This is an optimization exercise on Yosys and OpenROAD, whose aim is small area and a short achievable clock period, not a production implementation.
Only simulation tests tie the RTL to the original design; equivalence was not proved.
Power and IR drop assume default switching activity.

<file path="flow/design.v">
module dff_define (Q, clk, D, rstn, en);
  parameter WIDTH=32;
   output reg [WIDTH-1:0] Q;
   input  clk;
   input [WIDTH-1:0]  D;
	input rstn;
	input en;
	always @(posedge clk) begin
	if(~rstn ==1'b1) begin
		Q<=0;
		end
	else if (en) Q<=D;
end
endmodule
module line	#(parameter size_buffer = 32)(clk,reset,en,datain,dataout);
input clk,reset,en;
input [31:0]datain;
output [31:0]dataout;
wire [31:0] Q1 [size_buffer-1:0];
dff_define d0(.Q(Q1[0]), .clk(clk), .D(datain),.rstn(reset),.en(en));
genvar g;
generate
	for (g = 1; g < size_buffer; g = g + 1) begin : stage
		dff_define d(.Q(Q1[g]), .clk(clk), .D(Q1[g-1]),.rstn(reset),.en(en));
	end
endgenerate
assign dataout = Q1[size_buffer-1];
endmodule
module counter #(parameter time_counter =10'd67)
						(clk,reset, lf_done,enable,fire);
input clk, enable, reset;
output reg lf_done;
output reg fire;
reg [9:0] i;
always @(posedge clk) begin
		if(~reset) begin
			i<=10'd0;
			lf_done<=0;
			fire<=0;
		end
		else begin
			fire <= enable & (i == (time_counter-1));
			if (i < (time_counter-1)& enable) begin
				i<=i+10'd1;
				lf_done<=0;
				end
			else if (i==(time_counter-1) & enable) begin
				lf_done<=1;
			end
		end
end
endmodule
module double_linebuffer (clk,enable, reset,in, w1,w2,w3,w4,w5,w6,w7,w8,w9,lf_done,win_valid);
parameter DATA_WIDTH = 32;
input clk, enable,reset;
input [DATA_WIDTH-1:0] in;
output [DATA_WIDTH-1:0] w1,w2,w3,w4,w5,w6,w7,w8,w9;
output lf_done;
output win_valid;
counter counter1(.clk(clk),.reset(reset), .lf_done(lf_done), .enable(enable), .fire(win_valid));
dff_define dff9(.Q(w9),
					 .clk(clk),
					 .D(in),
					 .rstn(reset),
					 .en(enable));
line lf1(	.clk(clk),
				.reset(reset),
				.en(enable),
				.datain(w9),
				.dataout(w6));
line lf2(	.clk(clk),
				.reset(reset),
				.en(enable),
				.datain(w6),
				.dataout(w3));
dff_define dff1(.Q(w8),
					 .clk(clk),
					 .D(w9),
					 .rstn(reset),
					 .en(enable)
					 );
dff_define dff2(.Q(w7),
					 .clk(clk),
					 .D(w8),
					 .rstn(reset),
					 .en(enable));
dff_define dff3(.Q(w5),
					 .clk(clk),
					 .D(w6),
					 .rstn(reset),
					 .en(enable));
dff_define dff4(.Q(w4),
					 .clk(clk),
					 .D(w5),
					 .rstn(reset),
					 .en(enable));
dff_define dff5(.Q(w2),
					 .clk(clk),
					 .D(w3),
					 .rstn(reset),
					 .en(enable));
dff_define dff6(.Q(w1),
					 .clk(clk),
					 .D(w2),
					 .rstn(reset),
					 .en(enable));
endmodule
module kernel (clk, kernel_in, load_kernel_done, reset,k1,k2,k3,k4,k5,k6,k7,k8,k9);
input clk, reset;
input [31:0] kernel_in;
output reg load_kernel_done;
output [31:0] k1,k2,k3,k4,k5,k6,k7,k8,k9;
reg [31:0] in [8:0];
reg [3:0] i;
always @(posedge clk) begin
	if(~reset) begin
		i<=0;
		load_kernel_done<=0;
	end
	else if (i<4'd9) begin
		in[i]<=kernel_in;
		load_kernel_done<=(i==4'd8);
		i<=i+4'd1;
	end
end
		assign k1=in[0];
		assign k2=in[1];
		assign k3=in[2];
		assign k4=in[3];
		assign k5=in[4];
		assign k6=in[5];
		assign k7=in[6];
		assign k8=in[7];
		assign k9=in[8];
endmodule
module fp_mul (A,B,C,enable,clk);
input [31:0] A,B;
input enable,clk;
output reg [31:0] C;
 reg [47:0] C1;
 reg [23:0] manA,manB;
 reg [31:0] R;
always @* begin
		R = 32'd0;
		C1 = 48'd0;
		manA = 24'd0;
		manB = 24'd0;
		if(A[30:0]==31'd0 || B[30:0]==31'd0) begin
		R=32'd0;
		end
		else begin
		R[31] = (A[31]-B[31]==0)?1'b0:1'b1;   
		R[30:23] = A[30:23] + B[30:23] - 8'd127;  
		manA= {1'd1,A[22:0]};				 
		manB={1'd1,B[22:0]};
		C1 = manA * manB;
					if (C1[47]==1'b1)begin		 
						R[30:23]=R[30:23]+8'd1;
						R[22:0] =C1[46:24];
						end
					else begin
					R[22:0] = C1[45:23];
						end
			end
end
always @(posedge clk) begin
	if (enable) C <= R;
end
endmodule
module fp_add (A,B,C,enable, clk);
input clk;
input [31:0] A,B;
input enable;
output reg [31:0] C;
reg [23:0] ManA, ManB;
reg[7:0] expTemp;
reg [24:0] ManC;
reg [7:0] ea, eb;
reg [31:0] R;
always @* begin
	R = 32'b0;
	ManA = 24'b0;
	ManB = 24'b0;
	ManC = 25'b0;
	ea = 8'b0;
	eb = 8'b0;
	expTemp = 8'b0;
if (A==32'b0 && B==32'b0) begin
	R=32'b0;
end
else begin
			ManA = {1'd1,A[22:0]};
			ManB= {1'd1,B[22:0]};
			ea= A[30:23];
			eb=B[30:23];
if (ea< eb) begin     		 
		expTemp = eb - ea;
		ea = eb;
		ManA = ManA >> expTemp;
end
else begin 											 
		expTemp= ea - eb;
		eb = ea;
		ManB = ManB >> expTemp;
end
if (A[31]==B[31]) begin
	ManC=ManB + ManA;
   R[31] = A[31];
end
else 	if(ManA > ManB) begin 			    
				ManC= ManA-ManB;
				R[31]=A[31];
			end
else if (ManA < ManB) begin			 
				ManC=ManB - ManA;
				R[31]=B[31];
				end
else begin			 
					ManC = ManA-ManB;
					R[31] = 1'd0;
				end
if (ManC[24]==1) begin
				R[22:0]=ManC[23:1];
				R[30:23]=ea+8'd1;
		end
		else if(ManC[23]==1) begin
				R[22:0]=ManC[22:0];
				R[30:23]=ea;
		end
		else if (ManC[22]==1) begin
					R[22:0]={ManC[21:0],1'd0};
					R[30:23]=ea-8'd1;
				end
		else if (ManC[21]==1) begin
					R[22:0]={ManC[20:0],2'd0};
					R[30:23]=ea-8'd2;
				end
		else if (ManC[20]==1) begin
					R[22:0]={ManC[19:0],3'd0};
					R[30:23]=ea-8'd3;
				end
		else if (ManC[19]==1) begin
					R[22:0]={ManC[18:0],4'd0};
					R[30:23]=ea-8'd4;
				end
		else if (ManC[18]==1) begin
					R[22:0]={ManC[17:0],5'd0};
					R[30:23]=ea-8'd5;
				end
		else if (ManC[17]==1) begin
					R[22:0]={ManC[16:0],6'd0};
					R[30:23]=ea-8'd6;
				end
		else if (ManC[16]==1) begin
					R[22:0]={ManC[15:0],7'd0};
					R[30:23]=ea-8'd7;
				end
		else if (ManC[15]==1) begin
					R[22:0]={ManC[14:0],8'd0};
					R[30:23]=ea-8'd8;
				end
		else if (ManC[14]==1) begin
					R[22:0]={ManC[13:0],9'd0};
					R[30:23]=ea-8'd9;
				end
		else if (ManC[13]==1) begin
					R[22:0]={ManC[12:0],10'd0};
					R[30:23]=ea-8'd10;
				end
		else if (ManC[12]==1) begin
					R[22:0]={ManC[11:0],11'd0};
					R[30:23]=ea-8'd11;
				end
		else if (ManC[11]==1) begin
					R[22:0]={ManC[10:0],12'd0};
					R[30:23]=ea-8'd12;
				end
		else if (ManC[10]==1) begin
					R[22:0]={ManC[9:0],13'd0};
					R[30:23]=ea-8'd13;
				end
		else if (ManC[9]==1) begin
					R[22:0]={ManC[8:0],14'd0};
					R[30:23]=ea-8'd14;
				end
		else if (ManC[8]==1) begin
					R[22:0]={ManC[7:0],15'd0};
					R[30:23]=ea-8'd15;
				end
		else if (ManC[7]==1) begin
					R[22:0]={ManC[6:0],16'd0};
					R[30:23]=ea-8'd16;
				end
		else if (ManC[6]==1) begin
					R[22:0]={ManC[5:0],17'd0};
					R[30:23]=ea-8'd17;
				end
		else if (ManC[5]==1) begin
					R[22:0]={ManC[4:0],18'd0};
					R[30:23]=ea-8'd18;
				end
		else if (ManC[4]==1) begin
					R[22:0]={ManC[3:0],19'd0};
					R[30:23]=ea-8'd19;
				end
		else if (ManC[3]==1) begin
					R[22:0]={ManC[2:0],20'd0};
					R[30:23]=ea-8'd20;
				end
		else if (ManC[2]==1) begin
					R[22:0]={ManC[1:0],21'd0};
					R[30:23]=ea-8'd21;
				end
		else if (ManC[1]==1) begin
					R[22:0]={ManC[0],22'd0};
					R[30:23]=ea-8'd22;
				end
		else if (ManC[0]==1) begin
					R[22:0]={23'd0};
					R[30:23]=ea-8'd23;
				end
		else R[30:0]=31'b0;
end
end
always @(posedge clk) begin
	if (!enable) C <= 32'b0;
	else C <= R;
end
endmodule
module alu (clk,reset,enable,w1,w2,w3,w4,w5,w6,w7,w8,w9,k1,k2,k3,k4,k5,k6,k7,k8,k9,out,valid_out);
input [31:0] w1,w2,w3,w4,w5,w6,w7,w8,w9,k1,k2,k3,k4,k5,k6,k7,k8,k9;
input clk, enable,reset;
output [31:0] out;
output valid_out;
wire [31:0] p1,p2,p3,p4,p5,p6,p7,p8,p9;
wire [31:0] a1,a2,a3,a4,a5,x1,x2,x3,x4,x5;
reg [4:0] v;
always @(posedge clk) begin
	if (~reset) v <= 5'b0;
	else v <= {v[3:0], enable};
end
assign valid_out = v[4];
fp_mul mul1(.A(k1),
				.B(w1),
				.C(p1),
				.enable(enable),
				.clk(clk)
				);
fp_mul mul2(.A(k2),
				.B(w2),
				.C(p2),
				.enable(enable),
				.clk(clk)
				);
fp_mul mul3(.A(k3),
				.B(w3),
				.C(p3),
				.enable(enable),
				.clk(clk)
				);
fp_mul mul4(.A(k4),
				.B(w4),
				.C(p4),
				.enable(enable),
				.clk(clk)
				);
fp_mul mul5(.A(k5),
				.B(w5),
				.C(p5),
				.enable(enable),
				.clk(clk)
				);
fp_mul mul6(.A(k6),
				.B(w6),
				.C(p6),
				.enable(enable),
				.clk(clk)
				);
fp_mul mul7(.A(k7),
				.B(w7),
				.C(p7),
				.enable(enable),
				.clk(clk)
				);
fp_mul mul8(.A(k8),
				.B(w8),
				.C(p8),
				.enable(enable),
				.clk(clk)
				);
fp_mul mul9(.A(k9),
				.B(w9),
				.C(p9),
				.enable(enable),
				.clk(clk)
				);
fp_add add1(.A(p1),.B(p2),.C(a1),.enable(v[0]), .clk(clk));
fp_add add2(.A(p3),.B(p4),.C(a2),.enable(v[0]), .clk(clk));
fp_add add3(.A(p5),.B(p6),.C(a3),.enable(v[0]), .clk(clk));
fp_add add4(.A(p7),.B(p8),.C(a4),.enable(v[0]), .clk(clk));
fp_add add5(.A(p9),.B(32'b0),.C(a5),.enable(v[0]), .clk(clk));
fp_add add6(.A(a1),.B(a2),.C(x1),.enable(v[1]), .clk(clk));
fp_add add7(.A(a3),.B(a4),.C(x2),.enable(v[1]), .clk(clk));
fp_add add8(.A(a5),.B(32'b0),.C(x3),.enable(v[1]), .clk(clk));
fp_add add9(.A(x1),.B(x2),.C(x4),.enable(v[2]), .clk(clk));
fp_add add10(.A(x3),.B(32'b0),.C(x5),.enable(v[2]), .clk(clk));
fp_add add11(.A(x4),.B(x5),.C(out),.enable(v[3]), .clk(clk));
endmodule
module relu (in, out );
input [31:0] in;
output reg [31:0] out;
always @* begin
	if(in[31]) out=32'b0;
	else out=in;
end
endmodule
module conv2d (clk,reset,valid_in,data_in,kernel_in,load_kernel_done,data_out,valid_out,lf_done);
input clk, reset, valid_in;
input [31:0] data_in,kernel_in;
output load_kernel_done,valid_out;
output [31:0] data_out;
output lf_done;
wire [31:0] w1,w2,w3,w4,w5,w6,w7,w8,w9,k1,k2,k3,k4,k5,k6,k7,k8,k9;
wire [31:0] alu_out;
wire win_valid;
double_linebuffer dblb(.clk(clk),
						 .enable(valid_in),
						 .reset(reset),
						 .in(data_in),
						 .w1(w1),
						 .w2(w2),
						 .w3(w3),
						 .w4(w4),
						 .w5(w5),
						 .w6(w6),
						 .w7(w7),
						 .w8(w8),
						 .w9(w9),
						 .lf_done(lf_done),
						 .win_valid(win_valid)
						 );
kernel ker1(.clk(clk),
				.kernel_in(kernel_in),
		  .load_kernel_done(load_kernel_done),
		  .reset(reset),
		  .k1(k1),
		  .k2(k2),
		  .k3(k3),
		  .k4(k4),
		  .k5(k5),
		  .k6(k6),
		  .k7(k7),
		  .k8(k8),
		  .k9(k9)
		  );
alu alu1(.clk(clk),
	  .reset(reset),
	  .enable(win_valid),
	  .w1(w1),
	  .w2(w2),
	  .w3(w3),
	  .w4(w4),
	  .w5(w5),
	  .w6(w6),
	  .w7(w7),
	  .w8(w8),
	  .w9(w9),
	  .k1(k1),
	  .k2(k2),
	  .k3(k3),
	  .k4(k4),
	  .k5(k5),
	  .k6(k6),
	  .k7(k7),
	  .k8(k8),
	  .k9(k9),
	  .out(alu_out),
	  .valid_out(valid_out)
	  );
relu rl(.in(alu_out), .out(data_out));
	  endmodule
</file>
<file path="flow/run.sh">
#!/bin/bash
# synth_recipe.tcl (not shown) runs the flow's synth.tcl, then flattens the netlist and writes it again
# the make line also repeats each setting of config.mk as NAME=value (left out here)
make -C /OpenROAD-flow-scripts/flow DESIGN_CONFIG=/design/flow/config.mk WORK_HOME=/design/flow/orfs CLKGATE_MAP_FILE= SYNTH_SCRIPT=/design/flow/synth_recipe.tcl finish
</file>
<file path="flow/config.mk">
export PLATFORM = sky130hd
export DESIGN_NAME = conv2d
export DESIGN_NICKNAME = conv2d
export VERILOG_FILES = /design/flow/design.v
export SDC_FILE = /design/flow/constraint.sdc
export NUM_CORES = 8
export LEC_CHECK = 0
export CAP_MARGIN = 20
export CORE_MARGIN = 2
export CORE_UTILIZATION = 35
export PLACE_DENSITY = 0.45
export SLEW_MARGIN = 20
</file>
<file path="flow/constraint.sdc">
create_clock -name core_clock -period 11.0 [get_ports {clk}]
set_input_delay 2.2000 -clock core_clock [delete_from_list [all_inputs] [get_ports {clk}]]
set_output_delay 2.2000 -clock core_clock [all_outputs]
set_load 0.01 [all_outputs]
</file>
==> flow_summary.json <==
{
  "worst_path_max_delay_cell": "dfxtp_1",
  "cts_made_buffers": 402,
  "vias_per_cell": 5.69,
  "fin_nets": 56400,
  "yosysSeqAreaShare_pct": 16.3,
  "final_cell_area_sq_um": 454000,
  "required_ps": 12000,
  "dp_hpwl_um": 1280000,
  "path_common_cell": "fa_1",
  "cts_tree": "done",
  "num-fill-cells": 121000,
  "slew_headroom_pct": 13.3,
  "status": "complete, no violations",
  "multi_input_area_sq_um": 313000,
  "drt_iter0_markers": 35600,
  "synth_fp_nets": 57600,
  "clock_sinks": 3094,
  "post-route-drc-count": 0,
  "regArea_sq_um": 67700,
  "maxSlewViolCount": 0,
  "core-area_sq_um": 1180000,
  "synth.top_cell.area_share_pct": 21.2,
  "syn_area_sq_um": 414000,
  "hold_path_end": "dblb.lf1.stage[18].d.Q[6]$_SDFFE_PN0P_",
  "r2r_cells": 28,
  "cts.path.max_buffers": 5,
  "grt_pass1_vias": 373000,
  "wl_um": 1700000,
  "cts_root_buf": "clkbuf_16",
  "worstMarginPinSlew_ps": 1300,
  "finalSetupTns_ps": 0,
  "max_freq_ghz": 0.0955,
  "placement.cell_area_sq_um": 440000,
  "synthFlopType": "dfxtp_1",
  "worstReg2RegEnd": "alu1.mul1.C[12]$_SDFFCE_PP0P_",
  "yosys_register_bits": 3094,
  "cp.arrival_ps": 11470,
  "grt_pass1_wl_um": 2520000,
  "die_area_sq_um": 1190000,
  "antenna_left": 0,
  "gp_congestion": 0.949,
  "total_power_uw": 31200,
  "yosysUniqueCellTypes": 122,
  "setup_viol": 0,
  "grt-ovfl-total": 0,
  "cp_max_fo": 18,
  "yosysWarnings": 8,
  "power_density_nw_per_um2": 68.7,
  "synth.top_cells.by_area": "fa_1, dfxtp_1, ha_1",
  "rsz0062_at_grt": "false",
  "start_util_pct": 35.1,
  "synth_edf_count": 576,
  "routedWlPerCell_um": 26.0,
  "top_regs": "dblb.lf1.stage.d.Q: 992 flops, dblb.lf2.stage.d.Q: 992 flops, ker1.in: 288 flops",
  "cap_violations": 0,
  "syn-instance-count": 50300,
  "fin_skew_ps": 149,
  "antenna_found_initial": 91,
  "crit_path_end_kind": "flop",
  "hold_viol_final": 0,
  "crit_type": "reg2reg",
  "period_share_pct": 95.2,
  "vdd_drop_max_mv": 0.158,
  "areaGrowthSynthToFinish_pct": 9.62,
  "cp-start-kind": "flop",
  "grt_max_degree": 296,
  "numPortBuffers": 100,
  "p_leak_uw": 0.198,
  "fin_crit_ps": 10480,
  "grt_usage_pct": 27.5,
  "reg2reg_slack_ps": 520,
  "boundaryPins": 102,
  "hold_path_class": "reg2reg",
  "dp_slack_ps": 428,
  "h-tree-depth": 5,
  "rows": 399,
  "die-height_um": 1090,
  "postSynthAreaPerCell_sq_um": 8.24,
  "path_clk_slew_ps": 70,
  "synthArstFlopShare_pct": 0,
  "reg2reg_from": "dblb.dff6.Q[2]$_SDFFE_PN0P_",
  "min_path_cells": 2,
  "finalWorstSetupSlack_ps": 524,
  "vias": 371000,
  "insertion_delay_ps": 1200,
  "synth_largest_area_cell": "fa_1",
  "die_x_um": 1090,
  "min-delay-start": "dblb.lf1.stage[17].d.Q[6]$_SDFFE_PN0P_",
  "first_pass_iters": 9,
  "slowest_delay_ps": 830,
  "final_layout_size_suffix_gt1_share_pct": 7.37
}
-- cell usage after synthesis, types with 110 or more instances --
library cell,count
inv_1,5992
nand2_1,5501
fa_1,4387
clkbuf_1,3174
ha_1,2816
a21oi_1,2739
mux2i_1,2617
dfxtp_1,2518
nor2b_1,2471
nor2_1,2425
and2_1,2061
o21ai_0,1976
xnor2_1,939
nor3_1,885
nand3_1,737
a211oi_1,693
edfxtp_1,576
a31oi_1,487
o211ai_1,469
nor4_1,442
a21o_1,422
buf_1,351
o221ai_1,305
o22ai_1,297
xor2_1,279
and3_1,258
a221oi_1,256
or3_1,256
o21a_1,249
o31ai_1,220
buf_2,219
nand2b_1,213
nand4_1,211
a22oi_1,195
o21bai_1,195
a2111oi_0,193
a311oi_1,170
o311ai_0,153
o2111ai_1,145
a211o_1,119
mux2_2,110
-- through the flow --
stage / util (%) / instances / hold WS, ps
CTS: 38.4 / 65100 / 426
finish: 38.5 / 65200 / 437
detailed placement: 37.3 / 64300 / 451
global route: 38.5 / 65100 / 456
global placement: 37.3 / 64300 / 442
floorplan: - / 50300 / 431
-- area by class of cell --
class	instances	area share (%)
diodes	148	0.0816
clock buffers	514	2.48
clock inverters	225	0.566
inverters	6034	4.99
multi-input cells	37400	68.9
flip-flops and latches	3094	14.9
well taps	15600	4.31
repair buffers	2163	3.81
-- kinds of logic after synthesis --
family / share of synthesized area [%]
other: 0.000905
multiplexers: 7.11
XOR/XNOR: 2.62
AO/OA/AOI/OAI: 16.6
adder cells (fa/ha/maj): 29.7
AND/OR/NAND/NOR: 18.7
buffers and inverters: 8.95
flip-flops: 16.3
-- worst max-delay path, delay by kind of cell, from the launching register on --
family | cells | cell delay (ps)
compound gates | 12 | 4230
xor+xnor | 1 | 240
fa+ha+maj | 8 | 3820
buf+inv | 5 | 790
flops | 1 | 830
simple gates | 2 | 390
-- routing by layer --
metal	vias up	GRT usage (%)	wire, um
met5	-	0	75
met4	12	9.52	61800
met3	3018	4.02	120000
met2	15600	43.5	759000
met1	186000	38.3	754000
li1	167000	-	-
-- cell usage in the layout (no fill, tap or decap), types with 211 or more instances in the layout --
master     netlist  final
o31ai_1        220    216
nor4_1         442    431
nand2_1       5501   5501
a211oi_1       693    687
o221ai_1       305    304
nand4_1        211    211
a221oi_1       256    254
o22ai_1        297    288
edfxtp_1       576    576
nor2_1        2425   2410
and2_1        2061   2061
o211ai_1       469    469
nor2b_1       2471   2470
a21o_1         422    422
clkbuf_16        0    410
ha_1          2816   2808
or3_1          256    255
a21oi_1       2739   2711
dfxtp_1       2518   2504
xor2_1         279    239
nand3_1        737    733
o21a_1         249    249
mux2i_1       2617   2596
xnor2_1        939    811
inv_1         5992   5992
a31oi_1        487    484
nor3_1         885    853
buf_4            9   1989
and3_1         258    255
nand2b_1       213    213
o21ai_0       1976   1967
fa_1          4387   4387
-- power breakdown --
group	internal [uW]	total (uW)	switching, uW
clock network	8030	13900	5910
registers	11700	11800	125
logic	2210	5420	3210
total	21900	31200	9250
-- worst max path at each step --
stage                                            from  cells past startpoint  slack, ps                            end
after floorplan           dblb.dff6.Q[3]$_SDFFE_PN0P_                     31       2130   alu1.mul1.C[3]$_SDFFCE_PP0P_
after detailed placement  dblb.dff6.Q[1]$_SDFFE_PN0P_                     28        430  alu1.mul1.C[12]$_SDFFCE_PP0P_
after CTS                 dblb.dff6.Q[1]$_SDFFE_PN0P_                     28        300  alu1.mul1.C[12]$_SDFFCE_PP0P_
final                     dblb.dff6.Q[2]$_SDFFE_PN0P_                     28        520  alu1.mul1.C[12]$_SDFFCE_PP0P_
after global placement    dblb.dff6.Q[1]$_SDFFE_PN0P_                     28        140  alu1.mul1.C[12]$_SDFFCE_PP0P_
after global routing      dblb.dff6.Q[1]$_SDFFE_PN0P_                     28          5  alu1.mul1.C[12]$_SDFFCE_PP0P_
-- what timing repair did --
| item | 4_1_cts | 5_1_grt |
|---|---|---|
| hold buffers | 0 | 0 |
| endpoints found under the setup margin | 0 | 1 |
| setup buffers | 0 | 0 |
| resized for setup | 0 | 1 |

-- what the ideal ports hide --
The flow's constraints put no driver on any port. The routed layout listed below was extracted and timed again, unchanged, in two steps. Step 1 assumes that a clkbuf_16 drives the clock port and a buf_2 every other input. Step 2 adds t to the input delays and takes it off the output delays; t is the mean of the earliest and latest rising clock arrival at the registers after step 1. Input paths then give back, and output paths get back, about the clock's delay inside the block. Slacks: ideal / step 1 / step 2; pairs: ideal / step 1.
t (ns): 1.270
setup slack, ns: 0.524 / 0.524 / 0.524
worst setup path after step 2: register to register
cell pins on the clock port's net: 1
After both steps this run still meets setup and hold. For this run, drivers alone change the setup slack by 0.000 ns; drivers and shift together by 0.000 ns.
